Source: an optimization exercise on an open RTL-to-GDS flow (aim: small area). Production flows keep margins and buffers that such runs may drop. Only simulation tests tie the RTL to the original design; equivalence was not proved. No activity file was given, so power comes from the tool's default toggle rates.

==> design/flow/design.v <==
module fpadd_top (
    input  wire        clk,
    input  wire [31:0] a,
    input  wire [31:0] b,
    output reg  [31:0] y
);
    reg  [31:0] a_q, b_q;
    wire        s_w;
    wire [7:0]  e_w;
    wire [22:0] f_w;
    fp_adder u_add (
        .sign1(a_q[31]), .sign2(b_q[31]),
        .exp1(a_q[30:23]), .exp2(b_q[30:23]),
        .frac1(a_q[22:0]), .frac2(b_q[22:0]),
        .sign_out(s_w), .exp_out(e_w), .frac_out(f_w)
    );
    always @(posedge clk) begin
        a_q <= a;
        b_q <= b;
        y   <= {s_w, e_w, f_w};
    end
endmodule

module fp_adder(
    input wire sign1,sign2,
    input wire[7:0] exp1,exp2,
    input wire [22:0] frac1,frac2,
    output wire sign_out,
    output wire [7:0] exp_out,
    output wire [22:0] frac_out
);
    wire [8:0] ed  = {1'b0,exp1} - {1'b0,exp2};
    wire       elt = ed[8];                  
    wire       eeq = ~|ed[7:0];
    wire       fgt = frac1 > frac2;
    wire       gt  = eeq ? fgt : ~elt;       
    wire [7:0] eb  = elt ? exp2 : exp1;
    wire [7:0] d   = elt ? (exp2 - exp1) : ed[7:0];
    wire       hi  = |d[7:5];
    wire        sb = gt ? sign1 : sign2;
    wire [23:0] fb = gt ? {1'b1,frac1} : {1'b1,frac2};
    wire [23:0] fs = gt ? {1'b1,frac2} : {1'b1,frac1};
    wire [23:0] r0 = (d[4] | hi) ? {16'd0, fs[23:16]} : fs;
    wire [23:0] r1 = (d[3] | hi) ? {8'd0, r0[23:8]} : r0;
    wire [23:0] r2 = d[2] ? {4'd0, r1[23:4]} : r1;
    wire [23:0] r3 = d[1] ? {2'd0, r2[23:2]} : r2;
    wire [23:0] fa = d[0] ? {1'd0, r3[23:1]} : r3;
    wire        sub = sign1 ^ sign2;
    wire [24:0] sum = {1'b0,fb} + {sub,fa ^ {24{sub}}} + {24'd0,sub};
    wire [31:0] x = {sum, 7'h00};
    wire [15:0] v1; wire [15:0] c1;
    genvar i;
    for (i=0;i<16;i=i+1) begin: l1
        assign v1[i] = x[2*i+1] | x[2*i];
        assign c1[i] = ~x[2*i+1];
    end
    wire [7:0] v2; wire [15:0] c2;
    for (i=0;i<8;i=i+1) begin: l2
        assign v2[i] = v1[2*i+1] | v1[2*i];
        assign c2[2*i+1:2*i] = v1[2*i+1] ? {1'b0, c1[2*i+1]} : {1'b1, c1[2*i]};
    end
    wire [3:0] v3; wire [11:0] c3;
    for (i=0;i<4;i=i+1) begin: l3
        assign v3[i] = v2[2*i+1] | v2[2*i];
        assign c3[3*i+2:3*i] = v2[2*i+1] ? {1'b0, c2[4*i+3:4*i+2]} : {1'b1, c2[4*i+1:4*i]};
    end
    wire [1:0] v4; wire [7:0] c4;
    for (i=0;i<2;i=i+1) begin: l4
        assign v4[i] = v3[2*i+1] | v3[2*i];
        assign c4[4*i+3:4*i] = v3[2*i+1] ? {1'b0, c3[6*i+5:6*i+3]} : {1'b1, c3[6*i+2:6*i]};
    end
    wire [4:0] z = v4[1] ? {1'b0, c4[7:4]} : {1'b1, c4[3:0]};
    wire [24:0] n0 = z[4] ? {sum[8:0], 16'd0} : sum;
    wire [24:0] n1 = z[3] ? {n0[16:0], 8'd0} : n0;
    wire [24:0] n2 = z[2] ? {n1[20:0], 4'd0} : n1;
    wire [24:0] n3 = z[1] ? {n2[22:0], 2'd0} : n2;
    wire [24:0] n4 = z[0] ? {n3[23:0], 1'd0} : n3;
    wire zero = ~(v4[1] | v4[0]);
    wire [9:0] re9 = {2'b0,eb} + 10'd1 - {5'b0,z};
    wire [7:0] re = re9[7:0];
    wire flush = zero | re9[9];
    assign sign_out = sb & ~zero;
    assign exp_out  = flush ? 8'd0 : re;
    assign frac_out = flush ? 23'd0 : n4[23:1];
endmodule
==> design/flow/flow/run.sh <==
#!/bin/bash
# Own layout flow: the standard ORFS flow, with three changes:
#  - synthesis maps the combinational logic with an area-oriented ABC script (flow/area.abc),
#    without the Kogge-Stone adder map and without full-adder extraction;
#  - port buffers use sky130_fd_sc_hd__buf_1;
#  - everything else (floorplan, tapcells, PDN, placement, CTS, routing) is the standard flow.
set -euo pipefail
W=$(pwd)
FLOWDIR=$W/flow
# synthesis script: ORFS synth.tcl with the abc call using our script
sed -e "s|log_cmd abc {\*}\$abc_args|log_cmd abc {*}[lreplace \$abc_args 1 1 $FLOWDIR/area.abc]|" \
  "$FLOW_HOME/scripts/synth.tcl" > "$W/own_synth_core.tcl"
grep -q "$FLOWDIR/area.abc" "$W/own_synth_core.tcl"
sed -e "s|source \$::env(SCRIPTS_DIR)/synth.tcl|source $W/own_synth_core.tcl|" \
  "$W/synth_recipe.tcl" > "$W/own_synth.tcl"
grep -q own_synth_core "$W/own_synth.tcl"
# further make variables, one NAME=value per line
EXTRA=()
if [[ -f "$FLOWDIR/extra.mk" ]]; then mapfile -t EXTRA < <(grep -v '^#' "$FLOWDIR/extra.mk" | grep .); fi
bash "$W/standard.sh" SYNTH_SCRIPT="$W/own_synth.tcl" ADDER_MAP_FILE= \
  SYNTH_OPERATIONS_ARGS="-noshare" BUFFER_PORTS_ARGS="-buffer_cell sky130_fd_sc_hd__buf_1" \
  "${EXTRA[@]}" finish > "$W/flow_make.log" 2>&1
==> design/flow/flow/area.abc <==
strash
ifraig
dch
amap
topo
stime -c
buffer -c
upsize -c
dnsize -c
==> design/flow/flow/extra.mk <==
CTS_ARGS=-sink_clustering_enable -repair_clock_nets -dont_use_dummy_load -buf_list {sky130_fd_sc_hd__clkbuf_4 sky130_fd_sc_hd__clkbuf_8}
==> design/flow/standard.sh <==
#!/bin/bash
# synth_recipe.tcl (not shown) runs the flow's synth.tcl, then flattens the netlist and writes it again
# the make line also repeats each setting of config.mk as NAME=value (left out here)
make -C /OpenROAD-flow-scripts/flow DESIGN_CONFIG=/design/flow/config.mk WORK_HOME=/design/flow/orfs CLKGATE_MAP_FILE= SYNTH_SCRIPT=/design/flow/synth_recipe.tcl "${@:-finish}"
==> design/flow/config.mk <==
export PLATFORM = sky130hd
export DESIGN_NAME = fpadd_top
export DESIGN_NICKNAME = fpadd_top
export VERILOG_FILES = /design/flow/design.v
export SDC_FILE = /design/flow/constraint.sdc
export NUM_CORES = 4
export LEC_CHECK = 0
export CAP_MARGIN = 20
export CORE_MARGIN = 2
export CORE_UTILIZATION = 45
export CTS_BUF_LIST = sky130_fd_sc_hd__clkbuf_4 sky130_fd_sc_hd__clkbuf_8
export PLACE_DENSITY = 0.85
export SLEW_MARGIN = 20
==> design/flow/constraint.sdc <==
create_clock -name core_clock -period 11.0 [get_ports {clk}]
set_input_delay 2.2000 -clock core_clock [delete_from_list [all_inputs] [get_ports {clk}]]
set_output_delay 2.2000 -clock core_clock [all_outputs]
set_load 0.01 [all_outputs]
==> impl_metrics.ini, run 1 <==
[timing]
worst_pin_slew_ps = 747
period_needed_ps = 10090
finalCritPeriodShare_pct = 91.7
max_slew_margin_pct = 49.7
finalSetupViolCount = 0
max_freq_mhz = 99.2
slew_viol_final = 0
hold_violations = 0
worst_clock_skew_ps = 36.1
setup_tns_ps = 0

[power_and_ir_drop]
p_leak_nw = 2.95
power.total_mw = 1.59
power.density_mw_per_mm2 = 216
ir_drop_mv = 0.142

[yosys]
synth_seq_area_share_pct = 28.9
synth-main-ff-cell = dfxtp_1
synth_edf_count = 0
synth_fp_nets = 1008
synth_warnings = 1
syn_area_per_cell_um2 = 7.06
synthCells = 943
syn_area_mm2 = 0.00666
synth-async-reset-ratio_pct = 0
synth-seq-cells = 96
ys_types = 62

[cts]
cts_sinks = 96
cts_buffer_depth = 2
numCtsBuffers = 9
clk_pin_slew_ps = 90
cts_tree = built
cts_max_level = 3
hold_buffers = 0
clock_latency_ps = 400
clock_tree.root_cell = clkbuf_8

[worst_setup_path]
crit_slowest_cell = a221o_1
crit_type = register to register
cp-end-kind = register
critPathMaxStageDelay_ps = 370
required_ps = 11270
crit_fanout = 48
crit_arrival_ps = 10350
setup.worst_path.start_class = register

[layout]
areaGrowthSynthToFinish_pct = 10.6
fin_nets = 1083
drive_gt1_share_pct = 8.17
finalNonFillerCells = 1200
n_antenna_cell = 0
layout_commonest_cell = nor2_1
most-common-layout-cells = 183 x nor2_1, 106 x a21oi_1, 96 x dfxtp_1, 96 x buf_1, 82 x o22a_1
fill_cells = 1410

[detailed_routing]
vias = 7183
drt_first_pass_iters = 7
ant_nets = 0
wl_per_cell_um = 14.8
drt_iter0_markers = 830
vias_per_cell = 5.99
drc = 0
wl_um = 17700

[floorplanning]
start_util_pct = 46.0
die_width_um = 126
io_pins = 97
fp.dieH_um = 126
fp.dieArea_mm2 = 0.0158
fp-row-count = 44
core-area_mm2 = 0.0145

[placement]
io_buffers = 96
dp_hpwl_um = 13600
place_inst = 1184
place_congestion = 1.00

[global_routing]
grt_max_degree = 49
grt-ovfl-total = 0
antenna_found_initial = 0
grt_usage_pct = 22.1
grt_pass1_wl_um = 29200
grt_pass1_vias = 6318

[outcome]
run_status = finished clean

[flow_run]
max_cap_viol_count = 0

[min_path]
holdCritPathClass = register to register
-- synth_stat cells (all sizes together) (2+ instances only) --
master   instances  area share [%]
nor2           186              11
a21oi          116             9.1
dfxtp           96              29
o22a            82              11
inv             81             4.6
o22ai           74             7.1
nand2           57             3.2
o21ai           51             4.1
clkbuf          41             2.3
o221ai          15             2.4
nor3            13             1.3
buf             11             1.1
a221oi          10             1.3
o32ai            9             1.2
or3              9            0.85
o21a             7            0.79
o221a            7             1.2
a211oi           6            0.68
nand3            6            0.45
nand4            6            0.56
a22oi            5            0.56
nor2b            5            0.47
o32a             5            0.75
or2              5            0.47
a31oi            4            0.47
clkinv           4            0.24
o2111ai          4            0.53
o211ai           4            0.45
a32oi            3            0.39
o31ai            3            0.34
a2111oi          2            0.26
a21o             2            0.23
a221o            2            0.30
a41oi            2            0.38
and3             2            0.19
nand4b           2            0.49
nor4             2            0.19
-- area by class of cell --
type / count / area, um^2 / area share [%]
multi-input combinational: 710 / 4210 / 57.2
sequential: 96 / 1920 / 26.1
timing repair buffer: 116 / 526 / 7.14
inverter: 85 / 350 / 4.76
tap: 184 / 230 / 3.13
clock buffer: 9 / 124 / 1.68
-- kinds of logic after synthesis --
group / Yosys count / synth area share [%]
flip-flops: 96 / 28.9
AO/OA/AOI/OAI: 415 / 43.6
buffers and inverters: 137 / 8.22
AND/OR/NAND/NOR: 295 / 19.3
-- path summary, 6_finish.rpt --
path | cells past startpoint | from | slack (ps) | to
worst max-delay path | 60 | a_q[25] | 910 | y[25]
worst min-delay path | 2 | b_q[31] | 630 | y[31]
worst max register to register | 60 | a_q[25] | 910 | y[25]
worst min register to register | 2 | b_q[31] | 630 | y[31]
-- timing repair --
action                     CTS  global route
resized for setup            0            17
setup buffers                0             7
setup endpoints to repair    0            30
-- critical path, delay by kind of cell (launching register included) --
family	cells	cell delay, ps
AOI/OAI and AO/OA	28	5200
buffers and inverters	13	1580
DFF	1	320
and+or+nand+nor	19	2830
-- power by group --
part | total (mW) | switching [mW] | internal, mW
registers | 0.447 | 0.0279 | 0.419
clock network | 0.181 | 0.108 | 0.0733
logic | 0.963 | 0.584 | 0.379
total | 1.59 | 0.719 | 0.871
-- registers in the layout, summed over array words and instances (netlist names) --
name  count
a_q      32
y        32
b_q      32
-- through the flow --
stage	utilization, %	instance area, um^2	hold WS [ps]	setup WS [ps]
final	50.8	7360	634	914
after global routing	50.8	7360	673	-70.3
after CTS	50.1	7250	640	458
after detailed placement	49.2	7120	621	512
after global placement	49.2	7120	647	774
after floorplan	-	6660	515	2610
-- per-layer routing --
| metal | GRT usage [%] | up-vias | part of all wire (%) | wire length (um) |
|---|---|---|---|---|
| li1 | - | 3656 | - | - |
| met1 | 29.1 | 3197 | 44 | 7850 |
| met2 | 35.8 | 296 | 45 | 8030 |
| met3 | 5.06 | 34 | 8.1 | 1440 |
| met4 | 7.52 | 0 | 2.3 | 415 |
| met5 | 0 | - | 0 | 0 |
==> run 2, diff against run 1 <==
==> design/flow/flow/area.abc (replaced) <==
strash
ifraig
dch
amap
--- a/design/flow/config.mk
+++ b/design/flow/config.mk
@@ -7,7 +7,6 @@
 export LEC_CHECK = 0
 export CAP_MARGIN = 20
 export CORE_MARGIN = 2
-export CORE_UTILIZATION = 45
+export CORE_UTILIZATION = 55
 export CTS_BUF_LIST = sky130_fd_sc_hd__clkbuf_4 sky130_fd_sc_hd__clkbuf_8
-export PLACE_DENSITY = 0.85
 export SLEW_MARGIN = 20
==> run 2 against run 1 <==
  * Worst setup slack lost 310 ps
  * Sequential power is essentially flat
  * Routed wire length grew 10%
  * Combinational power grew 3.1%
  * Die area shrank 22%
  * Non-clock buffer count grew 18
  * Still clean
  * Final area grew 2.7%
  * Largest power group unchanged
  * Largest cell class unchanged
==> impl_metrics.ini, run 2 <==
[worst_setup_path]
crit_slowest_cell = dfxtp_1
r2r_setup_slack_ps = 600
crit_arrival_ps = 10650
crit_fanout = 30
crit_type = register to register
r2r_start = b_q[24]
cp-end-kind = register
path_buf_inv = 12
setup.worst_path.start_class = register
cp_top_family = compound AO/OA/AOI/OAI gates
r2r_end = y[20]
required_ps = 11260
critPathMaxStageDelay_ps = 470
reg2reg_depth = 53
crit_top_cell = clkinv_1

[global_routing]
grt_pass1_wl_um = 30800
use_met2_pct = 53.2
grt_usage_pct = 30.0
grt-ovfl-total = 0
antenna_found_initial = 0
met1_usage_pct = 35.9
grt_max_degree = 44
top_usage_layer = met2
met3_usage_pct = 4.43
grt_pass1_vias = 6728

[cts]
cts_tree = built
numCtsBuffers = 9
cts_buffer_depth = 2
cts_sinks = 96
clk_pin_slew_ps = 80
clock_tree.root_cell = clkbuf_8
clock_latency_ps = 380
cts_max_level = 3

[layout]
n_antenna_cell = 0
reg_top3 = a_q: 32 flops, b_q: 32 flops, y: 32 flops
most-common-layout-cells = 181 x nor2_1, 102 x a21oi_1, 96 x dfxtp_1, 96 x buf_1, 82 x o22a_1
finalNonFillerCells = 1175
final_util_pct = 68.8
drive_gt1_share_pct = 9.28
stdcell_area_mm2 = 0.00756
layout_commonest_cell = nor2_1
areaGrowthSynthToFinish_pct = 20.6
fin_nets = 1102

[yosys]
synth_fp_nets = 956
synth_compound_area_share_pct = 44.7
netlist.area_leader.share_pct = 30.7
synth_edf_count = 0
synth_xor_area_share_pct = 0
synth_seq_area_share_pct = 30.7
synth_warnings = 1
yosysMostFrequentCell = nor2_1
synth-seq-cells = 96
synthTopCellsByCount = 186 x nor2_1, 116 x a21oi_1, 96 x dfxtp_1
synth-main-ff-cell = dfxtp_1
ys_types = 38
synth_area_leaders = dfxtp_1 31%, o22a_1 11%, nor2_1 11%
syn_area_mm2 = 0.00626
synth_top_family_by_area = compound AO/OA/AOI/OAI gates
synth-async-reset-ratio_pct = 0
yosys.area.top_type = dfxtp_1
synthCells = 891
synth_simple_gate_area_share_pct = 19.5
muxShareOfSynthArea_pct = 0
syn_area_per_cell_um2 = 7.03
synth_adder_area_share_pct = 0

[min_path]
holdCritPathClass = register to register
hold_start = a_q[31]
hold_end = y[31]
hold_depth = 2

[floorplanning]
die_width_um = 111
fp.dieH_um = 111
core-area_mm2 = 0.0110
io_pins = 97
fp.dieArea_mm2 = 0.0123
fp-row-count = 38
start_util_pct = 57.0

[timing]
hold_violations = 0
setup_tns_ps = 0
holdWs_ps = 595
worst_pin_slew_ps = 707
period_needed_ps = 10400
finalSetupViolCount = 0
max_slew_margin_pct = 52.4
finalCritPeriodShare_pct = 94.5
max_freq_mhz = 96.2
worst_clock_skew_ps = 17.4
slew_viol_final = 0

[detailed_routing]
wl_um = 19500
wl_per_cell_um = 16.6
ant_nets = 0
vias_per_cell = 6.27
drc = 0
vias = 7369
drt_iter0_markers = 535
drt_first_pass_iters = 8

[placement]
dp_hpwl_um = 14700
io_buffers = 96
place_congestion = 1.04
dpl_cell_area_mm2 = 0.00712
place_inst = 1149

[power_and_ir_drop]
p_comb_share_pct = 61.4
p_sw_share_pct = 45.2
p_int_mw = 0.886
pwr-share-seq_pct = 27.6
ir_drop_mv = 0.215
power.density_mw_per_mm2 = 214
power.net_switching_mw = 0.732
p_leak_nw = 2.73
clockPowerShare_pct = 11.0

[outcome]
run_status = finished clean

[flow_run]
max_cap_viol_count = 0
-- run 2: changes by cell type in the layout (fill, tap and decap cells not counted), moves of 3 or more --
| cell | previous run | this run |
|---|---|---|
| a21oi_1 | 106 | 102 |
| a21oi_2 | 10 | 13 |
| buf_4 | 17 | 35 |
| clkinv_1 | 3 | 77 |
| clkinv_4 | 0 | 3 |
| inv_1 | 67 | 0 |
| inv_2 | 12 | 2 |
| o221a_1 | 0 | 7 |
| o221a_2 | 7 | 0 |
| or2_0 | 0 | 4 |
-- run 2: logic make-up (layout without fill, tap and decap cells) --
logic type,count (synthesis),count (layout)
flip-flops,96,96
buffers and inverters,85,229
AO/OA/AOI/OAI,415,415
AND/OR/NAND/NOR,295,295
-- run 2: power groups by stage --
stage | clock network [mW] | logic (mW) | registers, mW
global placement | 0 | 0.916 | 0.452
global route | 0.192 | 1.10 | 0.453
detailed placement | 0 | 0.933 | 0.452
finish | 0.178 | 0.993 | 0.447
CTS | 0.182 | 0.942 | 0.446
floorplan | 0 | 0.675 | 0.478
-- run 2: metrics by stage --
stage	power (mW)	setup WS [ps]
2_1_floorplan	1.15	3.15
3_3_place_gp	1.37	239
3_5_place_dp	1.38	-340
4_1_cts	1.57	21.0
5_1_grt	1.74	-137
6_report	1.62	604
-- run 2: area by class of cell --
type	instances	area [um^2]
clock buffers	9	124
repair buffers	134	683
multi-input cells	710	4290
inverters	85	354
flip-flops and latches	96	1920
well taps	140	175
fillers	950	3430
repair inverters	1	8.76
-- run 2: repair_timing --
action | 4_1_cts | 5_1_grt
hold buffers | 0 | 0
resized for setup | 2 | 39
setup buffers | 4 | 11
setup endpoints to repair | 30 | 31
gates cloned | 0 | 2
pin swaps | 2 | 7
-- run 2: worst min-delay path: cells and delay by family (launching register included) --
family	cells	cell delay (ps)
AND/OR/NAND/NOR	1	100
AO/OA/AOI/OAI	1	110
flip-flops	1	360
-- run 2: routing by layer --
layer  up-vias  part of all wire (%)
li1       3688                     -
met2       254                    49
met5         -                     0
met3        57                   4.9
met1      3370                    42
met4         0                   4.1
-- run 2: how the worst max path moves through the flow --
| stage | from | endpoint | cells after the start |
|---|---|---|---|
| 6_report | b_q[24] | y[20] | 53 |
| 5_1_grt | b_q[24] | y[20] | 62 |
| 4_1_cts | b_q[24] | y[20] | 59 |
| 3_5_place_dp | b_q[24] | y[24] | 59 |
| 3_3_place_gp | b_q[24] | y[22] | 58 |
| 2_1_floorplan | b_q[24] | y[24] | 57 |
==> run 3, diff against run 2 <==
==> design/flow/flow/area.abc (replaced) <==
strash
ifraig
dch
amap
topo
stime -c
buffer -c
upsize -c
dnsize -c
==> run 3 against run 2 <==
  * Flip-flop and latch count stayed put
  * Worst setup slack better by 300 ps
  * Clock power hardly changed
  * Cell count is 1.1% lower
  * Combinational power is 3.5% lower
  * Hold slack worse by 3.0 ps
  * Final area is 3.5% lower
  * Area after synthesis is 6.2% higher
==> impl_metrics.ini, run 3 <==
[worst_setup_path]
cp-end-kind = register
crit_type = register to register
setup.worst_path.start_class = register
required_ps = 11260
crit_fanout = 40
critPathMaxStageDelay_ps = 430
crit_slowest_cell = nor4_1
crit_arrival_ps = 10350

[power_and_ir_drop]
power.net_switching_mw = 0.715
ir_drop_mv = 0.194
pwr-share-seq_pct = 28.1
p_comb_share_pct = 60.5
clockPowerShare_pct = 11.4
p_leak_nw = 2.94
power.density_mw_per_mm2 = 217
p_int_mw = 0.869
p_sw_share_pct = 45.1

[global_routing]
top_usage_layer = met2
met1_usage_pct = 34.1
grt_max_degree = 49
grt_pass1_wl_um = 30100
met3_usage_pct = 4.73
grt-ovfl-total = 0
grt_pass1_vias = 6402
antenna_found_initial = 0
grt_usage_pct = 28.7
use_met2_pct = 50.6

[layout]
fin_nets = 1082
fill_cells = 1088
most-common-layout-cells = 183 x nor2_1, 107 x a21oi_1, 96 x dfxtp_1, 96 x buf_1, 82 x o22a_1
reg_top3 = a_q: 32 flops, b_q: 32 flops, y: 32 flops
drive_gt1_share_pct = 7.98
layout_commonest_cell = nor2_1
n_antenna_cell = 0
areaGrowthSynthToFinish_pct = 9.53
stdcell_area_mm2 = 0.00729

[floorplanning]
fp.dieArea_mm2 = 0.0130
fp.dieH_um = 114
io_pins = 97
die_width_um = 114
core-area_mm2 = 0.0119
fp-row-count = 40
start_util_pct = 55.9

[timing]
max_freq_mhz = 99.1
setup_ws_ps = 905
hold_violations = 0
worst_pin_slew_ps = 738
period_needed_ps = 10100
finalCritPeriodShare_pct = 91.8
slew_viol_final = 0
max_slew_margin_pct = 50.3
worst_clock_skew_ps = 17.1
finalSetupViolCount = 0

[yosys]
netlist.area_leader.share_pct = 28.9
syn_area_per_cell_um2 = 7.06
synthCells = 943
synth_fp_nets = 1008
synth_warnings = 1
synth-async-reset-ratio_pct = 0
ys_types = 62
yosys.area.top_type = dfxtp_1
synth-main-ff-cell = dfxtp_1
syn_area_mm2 = 0.00666
synth-seq-cells = 96
synthTopCellsByCount = 183 x nor2_1, 110 x a21oi_1, 96 x dfxtp_1
yosysMostFrequentCell = nor2_1
synth_area_leaders = dfxtp_1 29%, o22a_1 11%, nor2_1 10%
synth_seq_area_share_pct = 28.9
synth_edf_count = 0

[cts]
clk_pin_slew_ps = 90
cts_max_level = 3
cts_tree = built
cts_buffer_depth = 2
numCtsBuffers = 9
clock_latency_ps = 380
clock_tree.root_cell = clkbuf_8
cts_sinks = 96

[detailed_routing]
wl_um = 18700
vias = 7093
ant_nets = 0
drt_first_pass_iters = 7
drc = 0
vias_per_cell = 6.10
drt_iter0_markers = 430
wl_per_cell_um = 16.1

[placement]
pre_cts_ws_ps = 450
dp_hpwl_um = 14700
dpl_cell_area_mm2 = 0.00709
place_congestion = 0.943
io_buffers = 96

[flow_run]
max_cap_viol_count = 0

[min_path]
holdCritPathClass = register to register

[outcome]
run_status = finished clean
==> run 3: changes by cell type after synthesis, moves of 4 or more <==
| cell | delta |
|---|---|
| a21oi_1 | -6 |
| a21oi_2 | +6 |
| buf_2 | +5 |
| buf_4 | +4 |
| clkbuf_1 | +41 |
| clkinv_1 | -82 |
| inv_1 | +67 |
| inv_2 | +13 |
| o21ai_0 | -6 |
| o21ai_1 | +4 |
| o221a_1 | -7 |
| o221a_2 | +7 |
| or2_0 | -5 |
==> run 3: final timing paths <==
kind | start | to | slack, ps | depth (start not counted)
max | b_q[24] | y[6] | 900 | 60
min | b_q[31] | y[31] | 590 | 2
max reg2reg | b_q[24] | y[6] | 900 | 60
min reg2reg | b_q[31] | y[31] | 590 | 2
==> run 3: cell families after synthesis <==
logic type	after synthesis	synth area share [%]
flops	96	28.9
buf+inv	137	8.22
simple gates	295	19.3
compound gates	415	43.6
==> run 3: timing repair <==
action / in CTS / in global routing
hold endpoints to repair: 0 / 0
buffers inserted: 0 / 4
hold buffers: 0 / 0
setup endpoints to repair: 0 / 30
resized for setup: 0 / 13
==> run 3: critical path, delay by kind of cell (launching register included) <==
family                 cells  cell delay (ps)
flip-flops                 1              400
AO/OA/AOI/OAI             26             4520
AND/OR/NAND/NOR           22             3630
buffers and inverters     12             1340
==> run 3: routing by layer <==
layer | vias to the layer above | part of all wire, %
met5 | - | 0
met4 | 0 | 3.7
met3 | 49 | 5.6
met2 | 254 | 48
met1 | 3143 | 43
li1 | 3647 | -
==> run 3: final cells by class <==
class / instances / area [um^2] / area share (%)
clock buffer: 9 / 124 / 1.70
tap: 147 / 184 / 2.52
timing repair buffer: 115 / 519 / 7.12
multi-input combinational: 710 / 4210 / 57.8
inverter: 85 / 329 / 4.51
sequential: 96 / 1920 / 26.4
==> run 3: metrics by stage <==
stage / hold slack [ps] / power [mW] / util [%] / cells / TNS [ps]
final: 592 / 1.58 / 61.2 / 1162 / 0
after floorplan: 515 / 1.18 / - / 943 / 0
after global routing: 621 / 1.71 / 61.2 / 1162 / -9.07
after global placement: 575 / 1.37 / 59.5 / 1149 / 0
after detailed placement: 579 / 1.39 / 59.5 / 1149 / 0
after CTS: 591 / 1.57 / 60.6 / 1158 / 0
==> run 3: power groups by stage <==
stage	Combinational [mW]	Clock, mW	Sequential (mW)
floorplan	0.703	0	0.478
global placement	0.924	0	0.450
detailed placement	0.937	0	0.450
CTS	0.943	0.186	0.445
global route	1.06	0.198	0.451
finish	0.958	0.181	0.445
==> run 4, diff against run 3 <==
--- a/design/flow/config.mk
+++ b/design/flow/config.mk
@@ -9,4 +9,5 @@
 export CORE_MARGIN = 2
 export CORE_UTILIZATION = 55
 export CTS_BUF_LIST = sky130_fd_sc_hd__clkbuf_4 sky130_fd_sc_hd__clkbuf_8
+export SETUP_SLACK_MARGIN = -0.3
 export SLEW_MARGIN = 20
==> run 4 against run 3 <==
  * Register-to-register slack got worse by 320 ps
  * Highest routed layer unchanged
  * Largest cell class unchanged
  * Hold slack got worse by 1.1 ps
  * Maximum frequency fell by 3.1%
  * Utilization fell by 0.34 points
==> impl_metrics.ini, run 4 <==
[outcome]
run_status = finished clean

[placement]
io_buffers = 96
place_inst = 1149
place_congestion = 0.943
pre_cts_ws_ps = 450
dp_hpwl_um = 14700

[worst_setup_path]
crit_slowest_cell = nor4_1
critPathMaxStageDelay_ps = 430
crit_arrival_ps = 10670
required_ps = 11250
crit_fanout = 48
setup.worst_path.start_class = register
cp-end-kind = register
crit_type = register to register
crit_top_cell = inv_2

[global_routing]
grt_usage_pct = 28.7
grt_pass1_wl_um = 30100
grt_pass1_vias = 6402
antenna_found_initial = 0
grt_max_degree = 49
grt-ovfl-total = 0

[floorplanning]
io_pins = 97
fp.dieArea_mm2 = 0.0130
start_util_pct = 55.9
fp.dieH_um = 114
fp-row-count = 40
die_width_um = 114
core-area_mm2 = 0.0119

[layout]
fin_nets = 1080
drive_gt1_share_pct = 7.60
n_antenna_cell = 0
most-common-layout-cells = 183 x nor2_1, 107 x a21oi_1, 96 x dfxtp_1, 96 x buf_1, 82 x o22a_1
layout_commonest_cell = nor2_1
fill_cells = 1095
areaGrowthSynthToFinish_pct = 8.93
final_util_pct = 60.9
reg_top3 = a_q: 32 flops, b_q: 32 flops, y: 32 flops
finalNonFillerCells = 1160

[detailed_routing]
vias = 7085
drc = 0
wl_um = 18600
vias_per_cell = 6.11
ant_nets = 0
drt_first_pass_iters = 5
drt_iter0_markers = 360
wl_per_cell_um = 16.0

[yosys]
synth_warnings = 1
synth_seq_area_share_pct = 28.9
synth_edf_count = 0
syn_area_per_cell_um2 = 7.06
synth-async-reset-ratio_pct = 0
synth-seq-cells = 96
yosysMostFrequentCell = nor2_1
synth-main-ff-cell = dfxtp_1
netlist.area_leader.share_pct = 28.9
synth_area_leaders = dfxtp_1 29%, o22a_1 11%, nor2_1 10%
ys_types = 62
synthTopCellsByCount = 183 x nor2_1, 110 x a21oi_1, 96 x dfxtp_1
synthCells = 943
syn_area_mm2 = 0.00666
yosys.area.top_type = dfxtp_1
synth_fp_nets = 1008

[power_and_ir_drop]
power.density_mw_per_mm2 = 218
ir_drop_mv = 0.194
p_leak_nw = 2.92

[cts]
cts_max_level = 3
cts_tree = built
cts_sinks = 96
clk_pin_slew_ps = 90
cts_buffer_depth = 2
clock_latency_ps = 390
numCtsBuffers = 9
clock_tree.root_cell = clkbuf_8

[flow_run]
max_cap_viol_count = 0

[timing]
finalSetupViolCount = 0
period_needed_ps = 10420
setup_ws_ps = 581
worst_clock_skew_ps = 16.5
hold_violations = 0
max_freq_mhz = 96.0
max_slew_margin_pct = 52.0
worst_pin_slew_ps = 713
slew_viol_final = 0
holdWs_ps = 591
finalCritPeriodShare_pct = 94.7

[min_path]
holdCritPathClass = register to register
==> run 4: cell counts after synthesis <==
No cell type changed its count.
==> run 4: stage by stage <==
stage / total power [mW] / TNS (ps) / cell area [um^2]
after detailed placement: 1.39 / 0 / 7090
after floorplan: 1.18 / 0 / 6660
after global routing: 1.71 / -7230 / 7250
final: 1.58 / 0 / 7250
after CTS: 1.57 / 0 / 7220
after global placement: 1.37 / 0 / 7090
==> run 4: cells by family (layout without fill, tap and decap cells) <==
kind of cell    after synthesis  after routing  synth area share [%]
simple gates                295            295                  19.3
buf+inv                     137            207                  8.22
flops                        96             96                  28.9
compound gates              415            415                  43.6
==> run 4: final timing paths <==
kind,startpoint,endpoint,slack [ps],cells after the start
setup / recovery,b_q[24],y[15],580,60
hold / removal,b_q[31],y[31],590,2
setup reg to reg,b_q[24],y[15],580,60
hold reg to reg,b_q[31],y[31],590,2
==> run 4: area by class of cell <==
class / count / area (um^2) / area share (%)
clock buffer: 9 / 124 / 1.71
inverter: 85 / 327 / 4.50
multi-input combinational: 710 / 4200 / 57.9
sequential: 96 / 1920 / 26.5
tap: 147 / 184 / 2.54
timing repair buffer: 113 / 495 / 6.83
==> run 4: where the power goes <==
| part | switching, mW | leakage, nW | total, mW | internal (mW) |
|---|---|---|---|---|
| Combinational | 0.580 | 2.04 | 0.955 | 0.376 |
| Sequential | 0.0258 | 0.810 | 0.445 | 0.419 |
| Clock | 0.108 | 0.0647 | 0.181 | 0.0733 |
| Total | 0.713 | 2.92 | 1.58 | 0.868 |
==> run 4: worst max-delay path: cells and delay by family (launching register included) <==
| kind | cells | cell delay [ps] |
|---|---|---|
| AOI/OAI and AO/OA | 26 | 4410 |
| buffers and inverters | 12 | 1570 |
| DFF | 1 | 400 |
| and+or+nand+nor | 22 | 3810 |
==> run 4: repair_timing <==
action	4_1_cts	5_1_grt
setup endpoints to repair	0	30
hold buffers	0	0
setup buffers	0	2
resized for setup	0	7
==> run 4: routing by layer <==
metal | vias to the layer above | global-route usage [%] | part of all wire [%]
met3 | 46 | 4.73 | 5.6
met4 | 0 | 13.6 | 3.8
li1 | 3636 | - | -
met2 | 236 | 50.6 | 48
met5 | - | 0 | 0
met1 | 3167 | 34.1 | 43
==> run 5, diff against run 4 <==
--- a/design/flow/design.v
+++ b/design/flow/design.v
@@ -32,7 +32,8 @@
     wire [8:0] ed  = {1'b0,exp1} - {1'b0,exp2};
     wire       elt = ed[8];                  
     wire       eeq = ~|ed[7:0];
-    wire       fgt = frac1 > frac2;
+    wire [23:0] ca = {1'b0,frac1} + {1'b0,~frac2};
+    wire       fgt = ca[23];
     wire       gt  = eeq ? fgt : ~elt;       
     wire [7:0] eb  = elt ? exp2 : exp1;
     wire [7:0] d   = elt ? (exp2 - exp1) : ed[7:0];
--- a/design/flow/config.mk
+++ b/design/flow/config.mk
@@ -9,5 +9,4 @@
 export CORE_MARGIN = 2
 export CORE_UTILIZATION = 55
 export CTS_BUF_LIST = sky130_fd_sc_hd__clkbuf_4 sky130_fd_sc_hd__clkbuf_8
-export SETUP_SLACK_MARGIN = -0.3
 export SLEW_MARGIN = 20
==> run 5 against run 4 <==
  * Still clean on timing, DRC and antenna
  * Cell count hardly changed
  * Worst setup slack better by 500 ps
  * Flip-flop and latch count stayed put
  * Sequential power hardly changed
  * Clock skew is 1.7 ps higher
  * Via count is 2.6% higher
  * Critical path depth is 6 lower
  * Highest routed layer unchanged
==> impl_metrics.ini, run 5 <==
[layout]
drive_gt1_share_pct = 8.28
most-common-layout-cells = 180 x nor2_1, 96 x dfxtp_1, 96 x buf_1
n_antenna_cell = 0
layout_commonest_cell = nor2_1
reg_top3 = a_q: 32 flops, b_q: 32 flops, y: 32 flops
areaGrowthSynthToFinish_pct = 10.1
fin_nets = 1081
finalNonFillerCells = 1161

[floorplanning]
fp.dieArea_mm2 = 0.0129
fp-row-count = 40
fp.dieH_um = 114
core-area_mm2 = 0.0119
die_width_um = 114
start_util_pct = 55.7
io_pins = 97

[yosys]
synth_edf_count = 0
synth_top_family_by_area = compound AO/OA/AOI/OAI gates
synth-async-reset-ratio_pct = 0
synthCells = 934
ys_types = 62
synth_xor_area_share_pct = 0
synth_compound_area_share_pct = 43.2
synth_warnings = 1
yosysMostFrequentCell = nor2_1
synth-main-ff-cell = dfxtp_1
muxShareOfSynthArea_pct = 0
synth_simple_gate_area_share_pct = 19.5
synth-seq-cells = 96
synthTopCellsByCount = 180 x nor2_1, 96 x dfxtp_1, 95 x a21oi_1
synth_seq_area_share_pct = 29.1
yosys.area.top_type = dfxtp_1
synth_adder_area_share_pct = 0
synth_fp_nets = 999
netlist.area_leader.share_pct = 29.1
syn_area_mm2 = 0.00660
syn_area_per_cell_um2 = 7.07
synth_area_leaders = dfxtp_1 29%, nor2_1 10%, o22a_1 9.5%

[worst_setup_path]
crit_fanout = 30
crit_arrival_ps = 10170
critPathMaxStageDelay_ps = 470
crit_top_cell = nor2_1
crit_slowest_cell = a221oi_4
crit_type = register to register
setup.worst_path.start_class = register
required_ps = 11260
cp-end-kind = register

[timing]
hold_violations = 0
finalCritPeriodShare_pct = 90.2
worst_pin_slew_ps = 703
setup_tns_ps = 0
slew_viol_final = 0
period_needed_ps = 9920
finalSetupViolCount = 0
rsz0062_at_grt = false
max_freq_mhz = 101
max_slew_margin_pct = 52.6
worst_clock_skew_ps = 18.1

[placement]
dp_hpwl_um = 15100
place_congestion = 0.913
io_buffers = 96
place_inst = 1142

[cts]
clock_tree.root_cell = clkbuf_8
cts_sinks = 96
clk_pin_slew_ps = 80
clock_latency_ps = 370
cts_max_level = 3
hold_buffers = 0
cts_buffer_depth = 2
numCtsBuffers = 9
cts_tree = built

[power_and_ir_drop]
p_comb_share_pct = 59.5
power.net_switching_mw = 0.706
ir_drop_mv = 0.187
p_leak_nw = 2.89
clockPowerShare_pct = 11.8
p_int_mw = 0.846
p_sw_share_pct = 45.5
power.density_mw_per_mm2 = 214
pwr-share-seq_pct = 28.7

[global_routing]
grt_max_degree = 47
antenna_found_initial = 0
grt_pass1_wl_um = 31100
grt_usage_pct = 29.9
grt_pass1_vias = 6563
grt-ovfl-total = 0

[flow_run]
max_cap_viol_count = 0

[detailed_routing]
drc = 0
ant_nets = 0
wl_um = 19500
vias = 7270
drt_iter0_markers = 592
drt_first_pass_iters = 6
vias_per_cell = 6.26
wl_per_cell_um = 16.8

[outcome]
run_status = finished clean

[min_path]
holdCritPathClass = register to register
[run 5: through the flow]
| step | util [%] | total power, mW | hold slack, ps | cell area, um^2 | worst slack, ps |
|---|---|---|---|---|---|
| finish | 61.3 | 1.55 | 571 | 7270 | 1080 |
| floorplan | - | 1.13 | 515 | 6600 | 3150 |
| detailed placement | 59.3 | 1.34 | 561 | 7040 | 730 |
| CTS | 60.4 | 1.53 | 572 | 7160 | 669 |
| global route | 61.3 | 1.67 | 585 | 7270 | 48.7 |
| global placement | 59.3 | 1.33 | 542 | 7040 | 1120 |
[run 5: path summary, 6_finish.rpt]
| check | start | end | slack (ps) | depth (start not counted) |
|---|---|---|---|---|
| max | b_q[24] | y[13] | 1080 | 54 |
| min | a_q[31] | y[31] | 570 | 2 |
| max reg2reg | b_q[24] | y[13] | 1080 | 54 |
| min reg2reg | a_q[31] | y[31] | 570 | 2 |
[run 5: final cells by class]
| type | instances | area [um^2] |
|---|---|---|
| inverter | 88 | 333 |
| tap | 147 | 184 |
| timing repair buffer | 119 | 549 |
| fill | 1070 | 4590 |
| sequential | 96 | 1920 |
| clock buffer | 9 | 124 |
| multi-input combinational | 702 | 4160 |
[run 5: kinds of logic after synthesis]
kind of cell / after synthesis
buffers and inverters: 136
flip-flops: 96
AND/OR/NAND/NOR: 294
AO/OA/AOI/OAI: 408
[run 5: what timing repair did]
action | in CTS | in global routing
endpoints found under the hold margin | 0 | 0
buffers inserted | 0 | 10
setup endpoints to repair | 0 | 30
resized for setup | 0 | 11
[run 5: power by group through the flow]
stage                     logic, mW  clock network (mW)  registers [mW]
final                         0.923               0.183           0.446
after global routing           1.02               0.200           0.451
after CTS                     0.898               0.188           0.446
after detailed placement      0.893                   0           0.451
after global placement        0.882                   0           0.450
after floorplan               0.658                   0           0.476
[run 5: critical path: cells and delay by family (launching register included)]
family	cells	cell delay, ps
AO/OA/AOI/OAI	24	4790
AND/OR/NAND/NOR	21	2890
buffers and inverters	9	1660
flip-flops	1	410
[run 5: routing by layer]
layer  up-vias  GRT usage, %  share of wire [%]
met5         -             0                  0
met4         0          14.8                4.1
met3        59          4.68                6.0
met2       298          51.6                 48
met1      3292          36.2                 42
li1       3621             -                  -
==> run 6, diff against run 5 <==
--- a/design/flow/design.v
+++ b/design/flow/design.v
@@ -32,8 +32,7 @@
     wire [8:0] ed  = {1'b0,exp1} - {1'b0,exp2};
     wire       elt = ed[8];                  
     wire       eeq = ~|ed[7:0];
-    wire [23:0] ca = {1'b0,frac1} + {1'b0,~frac2};
-    wire       fgt = ca[23];
+    wire       fgt = frac1 > frac2;
     wire       gt  = eeq ? fgt : ~elt;       
     wire [7:0] eb  = elt ? exp2 : exp1;
     wire [7:0] d   = elt ? (exp2 - exp1) : ed[7:0];
==> design/flow/flow/extra.mk (replaced) <==
CTS_ARGS=-sink_clustering_enable -repair_clock_nets -dont_use_dummy_load -sink_clustering_size 24 -sink_clustering_max_diameter 80 -buf_list {sky130_fd_sc_hd__clkbuf_4 sky130_fd_sc_hd__clkbuf_8}
==> run 6 against run 5 <==
  * Critical path depth rose by 6
  * Hold slack improved by 22 ps
  * Clock-buffer cell count did not move
  * Largest cell class unchanged
  * Clock skew fell by 1.1 ps
  * First-iteration DRC count fell by 27%
  * Combinational power rose by 3.8%
==> impl_metrics.ini, run 6 <==
[yosys]
synth_top_family_by_area = compound AO/OA/AOI/OAI gates
yosysMostFrequentCell = nor2_1
synthTopCellsByCount = 183 x nor2_1, 110 x a21oi_1, 96 x dfxtp_1
synth_compound_area_share_pct = 43.6
syn_area_per_cell_um2 = 7.06
synth_warnings = 1
synth_seq_area_share_pct = 28.9
yosys.area.top_type = dfxtp_1
ys_types = 62
synth_edf_count = 0
synth-async-reset-ratio_pct = 0
muxShareOfSynthArea_pct = 0
netlist.area_leader.share_pct = 28.9
synth-main-ff-cell = dfxtp_1
synth_adder_area_share_pct = 0
syn_area_mm2 = 0.00666
synth_xor_area_share_pct = 0
synth_fp_nets = 1008
synthCells = 943
synth-seq-cells = 96
synth_area_leaders = dfxtp_1 29%, o22a_1 11%, nor2_1 10%
synth_simple_gate_area_share_pct = 19.3

[placement]
io_buffers = 96
dp_hpwl_um = 14700
place_inst = 1149
place_congestion = 0.943

[worst_setup_path]
reg2reg_depth = 60
r2r_end = y[6]
path_buf_inv = 12
crit_slowest_cell = nor4_1
critPathMaxStageDelay_ps = 430
crit_type = register to register
crit_fanout = 40
crit_arrival_ps = 10350
cp-end-kind = register
required_ps = 11260
setup.worst_path.start_class = register
r2r_start = b_q[24]
cp_top_family = compound AO/OA/AOI/OAI gates
r2r_setup_slack_ps = 900

[min_path]
hold_start = b_q[31]
hold_depth = 2
holdCritPathClass = register to register
hold_end = y[31]

[floorplanning]
fp-row-count = 40
die_width_um = 114
core-area_mm2 = 0.0119
io_pins = 97
fp.dieArea_mm2 = 0.0130
fp.dieH_um = 114
start_util_pct = 55.9

[power_and_ir_drop]
power.density_mw_per_mm2 = 217
ir_drop_mv = 0.194
power.total_mw = 1.58
p_leak_nw = 2.94

[cts]
cts_buffer_depth = 2
cts_max_level = 3
clk_pin_slew_ps = 90
clock_latency_ps = 380
cts_tree = built
clock_tree.root_cell = clkbuf_8
cts_sinks = 96
hold_buffers = 0
numCtsBuffers = 9

[detailed_routing]
drt_iter0_markers = 430
wl_per_cell_um = 16.1
vias = 7093
wl_um = 18700
vias_per_cell = 6.10
drc = 0
drt_first_pass_iters = 7
ant_nets = 0

[timing]
hold_violations = 0
slew_viol_final = 0
period_needed_ps = 10100
holdWs_ps = 592
max_slew_margin_pct = 50.3
setup_tns_ps = 0
finalCritPeriodShare_pct = 91.8
worst_pin_slew_ps = 738
finalSetupViolCount = 0
max_freq_mhz = 99.1
worst_clock_skew_ps = 17.1

[layout]
reg_top3 = a_q: 32 flops, b_q: 32 flops, y: 32 flops
fin_nets = 1082
drive_gt1_share_pct = 7.98
n_antenna_cell = 0
areaGrowthSynthToFinish_pct = 9.53
finalNonFillerCells = 1162
most-common-layout-cells = 183 x nor2_1, 107 x a21oi_1, 96 x dfxtp_1, 96 x buf_1, 82 x o22a_1
layout_commonest_cell = nor2_1

[outcome]
run_status = finished clean

[global_routing]
grt_pass1_wl_um = 30100
antenna_found_initial = 0
grt_pass1_vias = 6402
grt_max_degree = 49
grt_usage_pct = 28.7
grt-ovfl-total = 0

[flow_run]
max_cap_viol_count = 0
-- run 6: changes by cell type after synthesis, moves of 5 or more --
| cell | delta |
|---|---|
| o22ai_1 | -15 |
| clkbuf_1 | +5 |
| o22a_1 | +10 |
| a21oi_1 | +15 |
| a221oi_1 | +5 |
| o21ai_1 | -8 |
| o32a_1 | -6 |
-- run 6: layout make-up --
class	count	area [um^2]
Fill cell	1088	4620
Multi-Input combinational cell	710	4210
Sequential cell	96	1920
Timing Repair Buffer	115	519
Inverter	85	329
Tap cell	147	184
Clock buffer	9	124
-- run 6: where the power goes --
| group | switching [mW] | internal, mW | total [mW] |
|---|---|---|---|
| clock network | 0.107 | 0.0733 | 0.181 |
| logic | 0.581 | 0.377 | 0.958 |
| registers | 0.0261 | 0.419 | 0.445 |
| total | 0.715 | 0.869 | 1.58 |
-- run 6: timing repair --
item / 4_1_cts / 5_1_grt
setup buffers: 0 / 4
setup endpoints to repair: 0 / 30
gates resized for setup: 0 / 13
-- run 6: through the flow --
step / area [um^2] / util, % / setup slack [ps]
floorplan: 6660 / - / 2610
global placement: 7090 / 59.5 / 815
global route: 7290 / 61.2 / -8.05
CTS: 7220 / 60.6 / 352
detailed placement: 7090 / 59.5 / 450
finish: 7290 / 61.2 / 905
-- run 6: routing by layer --
metal,global-route usage (%),routed length [um],vias to the layer above
li1,-,-,3647
met1,34.1,8030,3143
met2,50.6,8910,254
met3,4.73,1040,49
met4,13.6,700,0
met5,0,0,-
-- run 6: cells by family after synthesis --
| group | count (synthesis) |
|---|---|
| and+or+nand+nor | 295 |
| buffers and inverters | 137 |
| DFF | 96 |
| AOI/OAI and AO/OA | 415 |
-- run 6: worst max path at each step --
stage | startpoint | slack [ps] | cells after the start | to
2_1_floorplan | a_q[25] | 2610 | 62 | y[25]
3_3_place_gp | a_q[25] | 820 | 60 | y[10]
3_5_place_dp | a_q[25] | 450 | 60 | y[16]
4_1_cts | a_q[25] | 350 | 60 | y[6]
5_1_grt | b_q[24] | -8 | 59 | y[9]
6_report | b_q[24] | 900 | 60 | y[6]
-- run 6: worst reg2reg max path: cells and delay by family, from the launching register on --
| family | cells | cell delay (ps) |
|---|---|---|
| DFF | 1 | 400 |
| and+or+nand+nor | 22 | 3660 |
| buffers and inverters | 12 | 1360 |
| AOI/OAI and AO/OA | 26 | 4530 |
==> run 7, diff against run 6 <==
--- a/design/flow/flow/run.sh
+++ b/design/flow/flow/run.sh
@@ -1,9 +1,13 @@
 #!/bin/bash
-# Own layout flow: the standard ORFS flow, with three changes:
-#  - synthesis maps the combinational logic with an area-oriented ABC script (flow/area.abc),
-#    without the Kogge-Stone adder map and without full-adder extraction;
+# Own layout flow: the standard ORFS flow (standard.sh), with these changes:
+#  - synthesis is ORFS's synth.tcl run through synth_recipe.tcl as usual (same passes, registers,
+#    flattening and renaming), except that the combinational logic is mapped with the
+#    area-oriented ABC script flow/area.abc, without the Kogge-Stone adder map and without
+#    full-adder extraction;
 #  - port buffers use sky130_fd_sc_hd__buf_1;
+#  - flow/extra.mk adds make variables (one NAME=value per line), e.g. the CTS arguments;
 #  - everything else (floorplan, tapcells, PDN, placement, CTS, routing) is the standard flow.
+# All tool output goes to flow_make.log here and to ORFS's own logs under orfs/logs.
 set -euo pipefail
 W=$(pwd)
 FLOWDIR=$W/flow
==> design/flow/flow/area.abc (replaced) <==
strash
ifraig
dch
amap
topo
stime -c
buffer -c
upsize -D 9000
dnsize -D 9000
==> design/flow/flow/extra.mk (replaced) <==
CTS_ARGS=-sink_clustering_enable -repair_clock_nets -dont_use_dummy_load -buf_list {sky130_fd_sc_hd__clkbuf_4 sky130_fd_sc_hd__clkbuf_8}
--- a/design/flow/config.mk
+++ b/design/flow/config.mk
@@ -9,4 +9,5 @@
 export CORE_MARGIN = 2
 export CORE_UTILIZATION = 55
 export CTS_BUF_LIST = sky130_fd_sc_hd__clkbuf_4 sky130_fd_sc_hd__clkbuf_8
+export SETUP_SLACK_MARGIN = -0.3
 export SLEW_MARGIN = 20
==> run 7 against run 6 <==
  * Critical path type unchanged
  * Critical path depth fell by 1
  * Still clean
  * Clock power barely moved
  * Final area fell by 1.0%
  * Combinational power barely moved
  * Area after synthesis fell by 2.7%
  * Global-route usage rose by 1.2 points
  * Via count rose by 0.18%
==> impl_metrics.ini, run 7 <==
[timing]
setup_ws_ps = 715
max_slew_margin_pct = 39.9
slew_viol_final = 0
finalSetupViolCount = 0
hold_violations = 0
max_freq_mhz = 97.2
period_needed_ps = 10280
worst_pin_slew_ps = 889
finalCritPeriodShare_pct = 93.5
worst_clock_skew_ps = 22.8

[placement]
pre_cts_ws_ps = 244
io_buffers = 96
place_inst = 1153
dp_hpwl_um = 14700
place_congestion = 0.951

[detailed_routing]
vias = 7106
ant_nets = 0
vias_per_cell = 6.11
wl_per_cell_um = 16.3
drt_iter0_markers = 451
wl_um = 18900
drc = 0
drt_first_pass_iters = 5

[yosys]
yosys.area.top_type = dfxtp_1
synth_edf_count = 0
synth_top_family_by_area = compound AO/OA/AOI/OAI gates
synthCells = 943
netlist.area_leader.share_pct = 29.7
ys_types = 49
synth_adder_area_share_pct = 0
synth_seq_area_share_pct = 29.7
yosysMostFrequentCell = nor2_1
synth-async-reset-ratio_pct = 0
synth-main-ff-cell = dfxtp_1
muxShareOfSynthArea_pct = 0
synth_area_leaders = dfxtp_1 30%, o22a_1 11%, nor2_1 11%
synth_simple_gate_area_share_pct = 19.0
syn_area_per_cell_um2 = 6.87
syn_area_mm2 = 0.00648
synth_warnings = 1
synth_xor_area_share_pct = 0
synth_fp_nets = 1008
synth_compound_area_share_pct = 43.3
synth-seq-cells = 96
synthTopCellsByCount = 185 x nor2_1, 116 x a21oi_1, 96 x dfxtp_1

[power_and_ir_drop]
p_leak_nw = 2.90
power.total_mw = 1.58
power.density_mw_per_mm2 = 220
ir_drop_mv = 0.187

[floorplanning]
fp.dieH_um = 113
io_pins = 97
start_util_pct = 56.5
die_width_um = 113
fp.dieArea_mm2 = 0.0127
fp-row-count = 39
core-area_mm2 = 0.0115

[worst_setup_path]
crit_type = register to register
cp-startpoint = b_q[24]
cp-end-kind = register
crit_top_cell = a21oi_1
r2r_start = b_q[24]
crit_arrival_ps = 10550
setup.worst_path.start_class = register
crit_slowest_cell = or3_1
r2r_setup_slack_ps = 720
required_ps = 11260
crit_fanout = 35
critPathMaxStageDelay_ps = 440

[global_routing]
grt_pass1_wl_um = 31000
grt-ovfl-total = 0
grt_usage_pct = 30.0
antenna_found_initial = 0
grt_max_degree = 49
grt_pass1_vias = 6588

[layout]
finalNonFillerCells = 1163
most-common-layout-cells = 184 x nor2_1, 111 x a21oi_1, 96 x dfxtp_1, 96 x buf_1, 82 x o22a_1
fill_cells = 1104
multi_input_area_mm2 = 0.00410
layout_commonest_cell = nor2_1
n_antenna_cell = 0
seq_area_mm2 = 0.00192
drive_gt1_share_pct = 6.47
fin_nets = 1087
reg_top3 = a_q: 32 flops, b_q: 32 flops, y: 32 flops
final_util_pct = 62.9
areaGrowthSynthToFinish_pct = 11.4

[cts]
clock_tree.root_cell = clkbuf_8
cts_max_level = 3
numCtsBuffers = 9
cts_buffer_depth = 2
cts_tree = built
clock_latency_ps = 390
cts_sinks = 96
hold_buffers = 0
clk_pin_slew_ps = 80

[flow_run]
max_cap_viol_count = 0

[outcome]
run_status = finished clean

[min_path]
holdCritPathClass = register to register
hold_start = b_q[31]
-- run 7: changes by cell type after synthesis, moves of 3 or more --
cell,change
buf_4,-3
a21oi_1,+6
a21oi_2,-6
inv_1,+9
o221ai_1,+3
o21ai_0,+4
clkbuf_1,+3
inv_2,-7
-- run 7: what timing repair did --
action | 4_1_cts | 5_1_grt
endpoints found under the setup margin | 0 | 30
buffers inserted | 0 | 1
resized for setup | 0 | 16
-- run 7: worst max-delay path: cells and delay by family (launching register included) --
kind | cells | cell delay, ps
buffers and inverters | 13 | 1480
AND/OR/NAND/NOR | 20 | 3560
flip-flops | 1 | 330
AO/OA/AOI/OAI | 26 | 4790
-- run 7: cell families after synthesis --
logic type,count (synthesis)
AND/OR/NAND/NOR,295
buffers and inverters,137
flip-flops,96
AO/OA/AOI/OAI,415
-- run 7: final timing paths --
kind / to / cells after the start
setup / recovery: y[11] / 59
hold / removal: y[31] / 2
setup reg to reg: y[11] / 59
hold reg to reg: y[31] / 2
-- run 7: cell type report --
cell class,instances,share of cell area [%]
clock buffers,9,1.72
inverters,85,4.49
multi-input cells,710,56.7
flip-flops and latches,96,26.6
well taps,143,2.48
repair buffers,120,7.94
-- run 7: stage by stage --
stage | hold WS (ps) | setup TNS, ps | cell area, um^2
floorplan | 515 | 0 | 6480
global placement | 565 | 0 | 7020
detailed placement | 599 | 0 | 7020
CTS | 610 | 0 | 7140
global route | 659 | -10750 | 7220
finish | 627 | 0 | 7220
-- run 7: report_power, final --
group / leakage (nW) / internal (mW) / switching [mW]
logic: 2.03 / 0.382 / 0.576
clock network: 0.0647 / 0.0733 / 0.107
registers: 0.810 / 0.419 / 0.0279
-- run 7: layer usage --
metal | part of all wire [%] | vias to the layer above | global-route usage [%] | wire length [um]
li1 | - | 3645 | - | -
met2 | 49 | 246 | 52.8 | 9180
met4 | 2.9 | 0 | 12.0 | 546
met1 | 43 | 3173 | 36.5 | 8110
met5 | 0 | - | 0 | 0
met3 | 5.7 | 42 | 4.97 | 1080
==> run 8, diff against run 7 <==
--- a/design/flow/design.v
+++ b/design/flow/design.v
@@ -32,7 +32,8 @@
     wire [8:0] ed  = {1'b0,exp1} - {1'b0,exp2};
     wire       elt = ed[8];                  
     wire       eeq = ~|ed[7:0];
-    wire       fgt = frac1 > frac2;
+    wire [23:0] ca = {1'b0,frac1} + {1'b0,~frac2};
+    wire       fgt = ca[23];
     wire       gt  = eeq ? fgt : ~elt;       
     wire [7:0] eb  = elt ? exp2 : exp1;
     wire [7:0] d   = elt ? (exp2 - exp1) : ed[7:0];
==> design/flow/flow/area.abc (replaced) <==
strash
ifraig
dch
amap
topo
stime -c
buffer -c
upsize -c
dnsize -c
--- a/design/flow/config.mk
+++ b/design/flow/config.mk
@@ -9,5 +9,5 @@
 export CORE_MARGIN = 2
 export CORE_UTILIZATION = 55
 export CTS_BUF_LIST = sky130_fd_sc_hd__clkbuf_4 sky130_fd_sc_hd__clkbuf_8
-export SETUP_SLACK_MARGIN = -0.3
+export GPL_TIMING_DRIVEN = 0
 export SLEW_MARGIN = 20
==> run 8 against run 7 <==
  * Still clean
  * Maximum frequency increased by 5.0%
  * Utilization decreased by 1.6 points
  * Routed wire length decreased by 2.7%
==> impl_metrics.ini, run 8 <==
[detailed_routing]
drc = 0
drt_first_pass_iters = 5
dr.max_layer_used = met4
vias_per_cell = 5.94
dr_wl_met2_um = 8240
drt_iter0_markers = 542
wl_met3_um = 1140
ant_nets = 0
met1_length_um = 8270
vias = 7050
wl_per_cell_um = 15.5
wl_um = 18400

[worst_setup_path]
critPathMaxStageDelay_ps = 560
r2r_setup_slack_ps = 1210
crit_fanout = 10
setup.worst_path.start_class = register
required_ps = 11280
crit_slowest_cell = a221oi_4
crit_type = register to register
crit_top_cell = nor2_1
r2r_end = y[25]
crit_arrival_ps = 10070
r2r_start = b_q[24]
cp-end-kind = register
reg2reg_depth = 58

[floorplanning]
fp.dieArea_mm2 = 0.0129
fp.dieH_um = 114
core-area_mm2 = 0.0119
die_width_um = 114
io_pins = 97
fp-row-count = 40
start_util_pct = 55.7

[yosys]
synth_simple_gate_area_share_pct = 19.5
muxShareOfSynthArea_pct = 0
yosysMostFrequentCell = nor2_1
yosys.area.top_type = dfxtp_1
syn_area_per_cell_um2 = 7.07
synth_area_leaders = dfxtp_1 29%, nor2_1 10%, o22a_1 9.5%
ys_types = 62
syn_area_mm2 = 0.00660
synth_xor_area_share_pct = 0
synth_edf_count = 0
synth_adder_area_share_pct = 0
synth-main-ff-cell = dfxtp_1
synthTopCellsByCount = 180 x nor2_1, 96 x dfxtp_1, 95 x a21oi_1
synth-async-reset-ratio_pct = 0
synth-seq-cells = 96
synthCells = 934
netlist.area_leader.share_pct = 29.1
synth_top_family_by_area = compound AO/OA/AOI/OAI gates
synth_warnings = 1
synth_fp_nets = 999
synth_seq_area_share_pct = 29.1
synth_compound_area_share_pct = 43.2

[timing]
hold_violations = 0
max_slew_margin_pct = 54.4
worst_pin_slew_ps = 683
max_freq_mhz = 102
holdWs_ps = 572
worst_clock_skew_ps = 24.9
slew_viol_final = 0
period_needed_ps = 9790
setup_tns_ps = 0
finalSetupViolCount = 0
rsz0062_at_grt = false
finalCritPeriodShare_pct = 89.0

[cts]
ctsResizeCount = 0
cts_buffer_depth = 2
clock_tree.root_cell = clkbuf_8
hold_buffers = 0
cts_sinks = 96
clk_pin_slew_ps = 90
cts_max_level = 3
numCtsBuffers = 9
clock_latency_ps = 400
cts_tree = built
cts_setup_buffers = 0

[min_path]
hold_start = a_q[31]
hold_end = y[31]
hold_depth = 2
holdCritPathClass = register to register

[power_and_ir_drop]
pwr-share-seq_pct = 28.9
p_sw_share_pct = 45.1
clockPowerShare_pct = 12.0
ir_drop_mv = 0.168
power.density_mw_per_mm2 = 211
p_int_mw = 0.841
power.net_switching_mw = 0.690
p_leak_nw = 2.86
p_comb_share_pct = 59.1

[placement]
place_congestion = 1.07
place_inst = 1177
io_buffers = 96
dp_hpwl_um = 14600

[global_routing]
grt_usage_pct = 29.4
grt_max_degree = 17
grt_pass1_wl_um = 30600
grt-ovfl-total = 0
antenna_found_initial = 0
grt_pass1_vias = 6400

[layout]
reg_top3 = a_q: 32 flops, b_q: 32 flops, y: 32 flops
fin_nets = 1106
n_antenna_cell = 0
layout_commonest_cell = nor2_1
fill_cells = 1135
drive_gt1_share_pct = 6.64
finalNonFillerCells = 1186
areaGrowthSynthToFinish_pct = 10.1
most-common-layout-cells = 180 x nor2_1, 97 x buf_1, 96 x dfxtp_1

[outcome]
run_status = finished clean

[flow_run]
max_cap_viol_count = 0
[run 8: cell count changes after synthesis, moves of 6 or more]
| cell | previous run | this run |
|---|---|---|
| a21oi_2 | 0 | 6 |
| inv_2 | 6 | 17 |
| o32a_1 | 5 | 11 |
| o21ai_1 | 2 | 12 |
| o22ai_1 | 74 | 87 |
| inv_1 | 76 | 70 |
| a21oi_1 | 116 | 95 |
| o22a_1 | 82 | 72 |
| o21ai_0 | 49 | 41 |
| clkbuf_1 | 44 | 36 |
[run 8: layer usage]
metal	global-route usage [%]	up-vias
li1	-	3678
met1	37.3	3035
met2	47.3	286
met3	6.38	51
met4	15.1	0
met5	0	-
[run 8: layout make-up]
class / count / area (um^2) / share of cell area, %
Buffer: 48 / 214 / 2.94
Clock buffer: 9 / 124 / 1.70
Inverter: 88 / 330 / 4.54
Multi-Input combinational cell: 702 / 4140 / 56.9
Sequential cell: 96 / 1920 / 26.4
Tap cell: 147 / 184 / 2.53
Timing Repair Buffer: 96 / 360 / 4.96
[run 8: per-stage QoR]
| stage | utilization, % | worst slack, ps | area (um^2) | total power [mW] |
|---|---|---|---|---|
| after CTS | 61.3 | 1210 | 7270 | 1.52 |
| final | 61.3 | 1210 | 7270 | 1.53 |
| after global placement | 60.3 | 1260 | 7150 | 1.34 |
| after floorplan | - | 3150 | 6600 | 1.13 |
| after global routing | 61.3 | 175 | 7270 | 1.66 |
| after detailed placement | 60.3 | 1260 | 7150 | 1.33 |
[run 8: how the worst max path moves through the flow]
stage               slack, ps  startpoint     to  cells past startpoint
CTS                      1210     b_q[24]  y[30]                     57
floorplan                3150     a_q[25]  y[25]                     54
global route              180     b_q[23]   y[5]                     57
finish                   1210     b_q[24]  y[25]                     58
global placement         1260     b_q[24]  y[25]                     57
detailed placement       1260     b_q[24]  y[25]                     56
[run 8: power by group through the flow]
stage	clock [mW]	combinational, mW	sequential, mW
3_5_place_dp	0	0.886	0.448
5_1_grt	0.204	1.01	0.449
6_report	0.184	0.905	0.443
3_3_place_gp	0	0.890	0.450
4_1_cts	0.187	0.894	0.443
2_1_floorplan	0	0.658	0.476
[run 8: cells by family (layout without fill, tap and decap cells)]
family | after synthesis | after routing
AOI/OAI and AO/OA | 408 | 408
and+or+nand+nor | 294 | 294
buffers and inverters | 136 | 241
DFF | 96 | 96
[run 8: worst max-delay path, delay by kind of cell, from the launching register on]
kind                   cells  cell delay, ps
AO/OA/AOI/OAI             28            5270
AND/OR/NAND/NOR           21            2800
buffers and inverters      9            1190
flip-flops                 1             410
==> run 9, diff against run 8 <==
--- a/design/flow/config.mk
+++ b/design/flow/config.mk
@@ -10,4 +10,5 @@
 export CORE_UTILIZATION = 55
 export CTS_BUF_LIST = sky130_fd_sc_hd__clkbuf_4 sky130_fd_sc_hd__clkbuf_8
 export GPL_TIMING_DRIVEN = 0
+export SETUP_SLACK_MARGIN = -0.4
 export SLEW_MARGIN = 20
==> run 9 against run 8 <==
  * Still clean on timing, DRC and antenna
  * Area after synthesis unchanged
  * Combinational power is essentially flat
  * Cell count is the same
  * Critical path depth is the same
  * Final area did not move
  * Utilization is the same
  * Clock power hardly changed
  * Via count unchanged
  * Total power did not move
  * Die area did not move
  * Register-to-register slack is essentially flat
  * Sequential share of layout area unchanged
  * Largest power group unchanged
==> impl_metrics.ini, run 9 <==
[cts]
numCtsBuffers = 9
hold_buffers = 0
clock_tree.root_cell = clkbuf_8
cts_tree = built
cts_max_level = 3
clk_pin_slew_ps = 90
cts_buffer_depth = 2
ctsResizeCount = 0
cts_sinks = 96
cts_setup_buffers = 0
clock_latency_ps = 400

[global_routing]
grt_pass1_wl_um = 30600
grt-ovfl-total = 0
grt_pass1_vias = 6400
grt_max_degree = 17
grt_usage_pct = 29.4
antenna_found_initial = 0

[yosys]
syn_area_per_cell_um2 = 7.07
ys_types = 62
syn_area_mm2 = 0.00660
synth-async-reset-ratio_pct = 0
synth_warnings = 1
yosys.area.top_type = dfxtp_1
synth_seq_area_share_pct = 29.1
synthTopCellsByCount = 180 x nor2_1, 96 x dfxtp_1, 95 x a21oi_1
synth_edf_count = 0
netlist.area_leader.share_pct = 29.1
synthCells = 934
synth_fp_nets = 999
synth-main-ff-cell = dfxtp_1
synth-seq-cells = 96
yosysMostFrequentCell = nor2_1
synth_area_leaders = dfxtp_1 29%, nor2_1 10%, o22a_1 9.5%

[timing]
period_needed_ps = 9790
max_slew_margin_pct = 54.4
worst_clock_skew_ps = 24.9
finalSetupViolCount = 0
max_freq_mhz = 102
setup_ws_ps = 1210
finalCritPeriodShare_pct = 89.0
holdWs_ps = 572
hold_violations = 0
worst_pin_slew_ps = 683
slew_viol_final = 0
setup_tns_ps = 0
rsz0062_at_grt = false

[floorplanning]
fp-row-count = 40
fp.dieArea_mm2 = 0.0129
start_util_pct = 55.7
io_pins = 97
core-area_mm2 = 0.0119
fp.dieH_um = 114
die_width_um = 114

[worst_setup_path]
crit_slowest_cell = a221oi_4
crit_top_cell = nor2_1
cp-end-kind = register
required_ps = 11280
crit_type = register to register
critPathMaxStageDelay_ps = 560
setup.worst_path.start_class = register
crit_arrival_ps = 10070
crit_fanout = 10

[detailed_routing]
vias = 7050
drt_first_pass_iters = 5
drt_iter0_markers = 542
wl_um = 18400
drc = 0
ant_nets = 0
vias_per_cell = 5.94
wl_per_cell_um = 15.5

[layout]
areaGrowthSynthToFinish_pct = 10.1
most-common-layout-cells = 180 x nor2_1, 97 x buf_1, 96 x dfxtp_1
fin_nets = 1106
fill_cells = 1135
n_antenna_cell = 0
drive_gt1_share_pct = 6.64
reg_top3 = a_q: 32 flops, b_q: 32 flops, y: 32 flops
layout_commonest_cell = nor2_1

[power_and_ir_drop]
power.density_mw_per_mm2 = 211
ir_drop_mv = 0.168
p_leak_nw = 2.86

[min_path]
holdCritPathClass = register to register

[placement]
pre_cts_ws_ps = 1260
place_congestion = 1.07
dp_hpwl_um = 14600
io_buffers = 96

[outcome]
run_status = finished clean

[flow_run]
max_cap_viol_count = 0
-- run 9: cell counts in the layout (fill, tap and decap cells not counted) --
No cell type changed its count.
-- run 9: worst paths after layout --
| kind | startpoint | end | slack (ps) | cells past startpoint |
|---|---|---|---|---|
| worst max-delay path | b_q[24] | y[25] | 1210 | 58 |
| worst min-delay path | a_q[31] | y[31] | 570 | 2 |
| worst max register to register | b_q[24] | y[25] | 1210 | 58 |
| worst min register to register | a_q[31] | y[31] | 570 | 2 |
-- run 9: report_power, final --
group	switching [mW]	leakage (nW)	internal (mW)
clock	0.110	0.0647	0.0732
combinational	0.554	1.98	0.351
sequential	0.0252	0.810	0.418
total	0.690	2.86	0.841
-- run 9: stage by stage --
| step | cell area [um^2] | total power [mW] | std cells | util (%) |
|---|---|---|---|---|
| 3_5_place_dp | 7150 | 1.33 | 1177 | 60.3 |
| 2_1_floorplan | 6600 | 1.13 | 934 | - |
| 6_report | 7270 | 1.53 | 1186 | 61.3 |
| 4_1_cts | 7270 | 1.52 | 1186 | 61.3 |
| 5_1_grt | 7270 | 1.66 | 1186 | 61.3 |
| 3_3_place_gp | 7150 | 1.34 | 1177 | 60.3 |
-- run 9: worst max-delay path, delay by kind of cell, from the launching register on --
| kind | cells | cell delay [ps] |
|---|---|---|
| AND/OR/NAND/NOR | 21 | 2800 |
| flip-flops | 1 | 410 |
| AO/OA/AOI/OAI | 28 | 5270 |
| buffers and inverters | 9 | 1190 |
-- run 9: kinds of logic after synthesis --
| kind of cell | after synthesis | share of synthesized area, % |
|---|---|---|
| AND/OR/NAND/NOR | 294 | 19.5 |
| buffers and inverters | 136 | 8.24 |
| AO/OA/AOI/OAI | 408 | 43.2 |
| flip-flops | 96 | 29.1 |
-- run 9: cell type report --
| cell class | count | area, um^2 | share of cell area, % |
|---|---|---|---|
| Buffer | 48 | 214 | 2.94 |
| Clock buffer | 9 | 124 | 1.70 |
| Inverter | 88 | 330 | 4.54 |
| Multi-Input combinational cell | 702 | 4140 | 56.9 |
| Sequential cell | 96 | 1920 | 26.4 |
| Tap cell | 147 | 184 | 2.53 |
| Timing Repair Buffer | 96 | 360 | 4.96 |
-- run 9: metal layers --
metal  vias up  wire length [um]  global-route usage (%)
met3        51              1140                    6.38
met2       286              8240                    47.3
met5         -                 0                       0
met1      3035              8270                    37.3
met4         0               776                    15.1
li1       3678                 -                       -

Re-timed with assumed drivers on the ports (clkbuf_16 on the clock, buf_2 on other inputs), run 9 has 1.207 ns of setup slack against 1.207 ns with ideal ports, and 1.207 ns once port delays also move by the mid clock arrival of 0.422 ns.
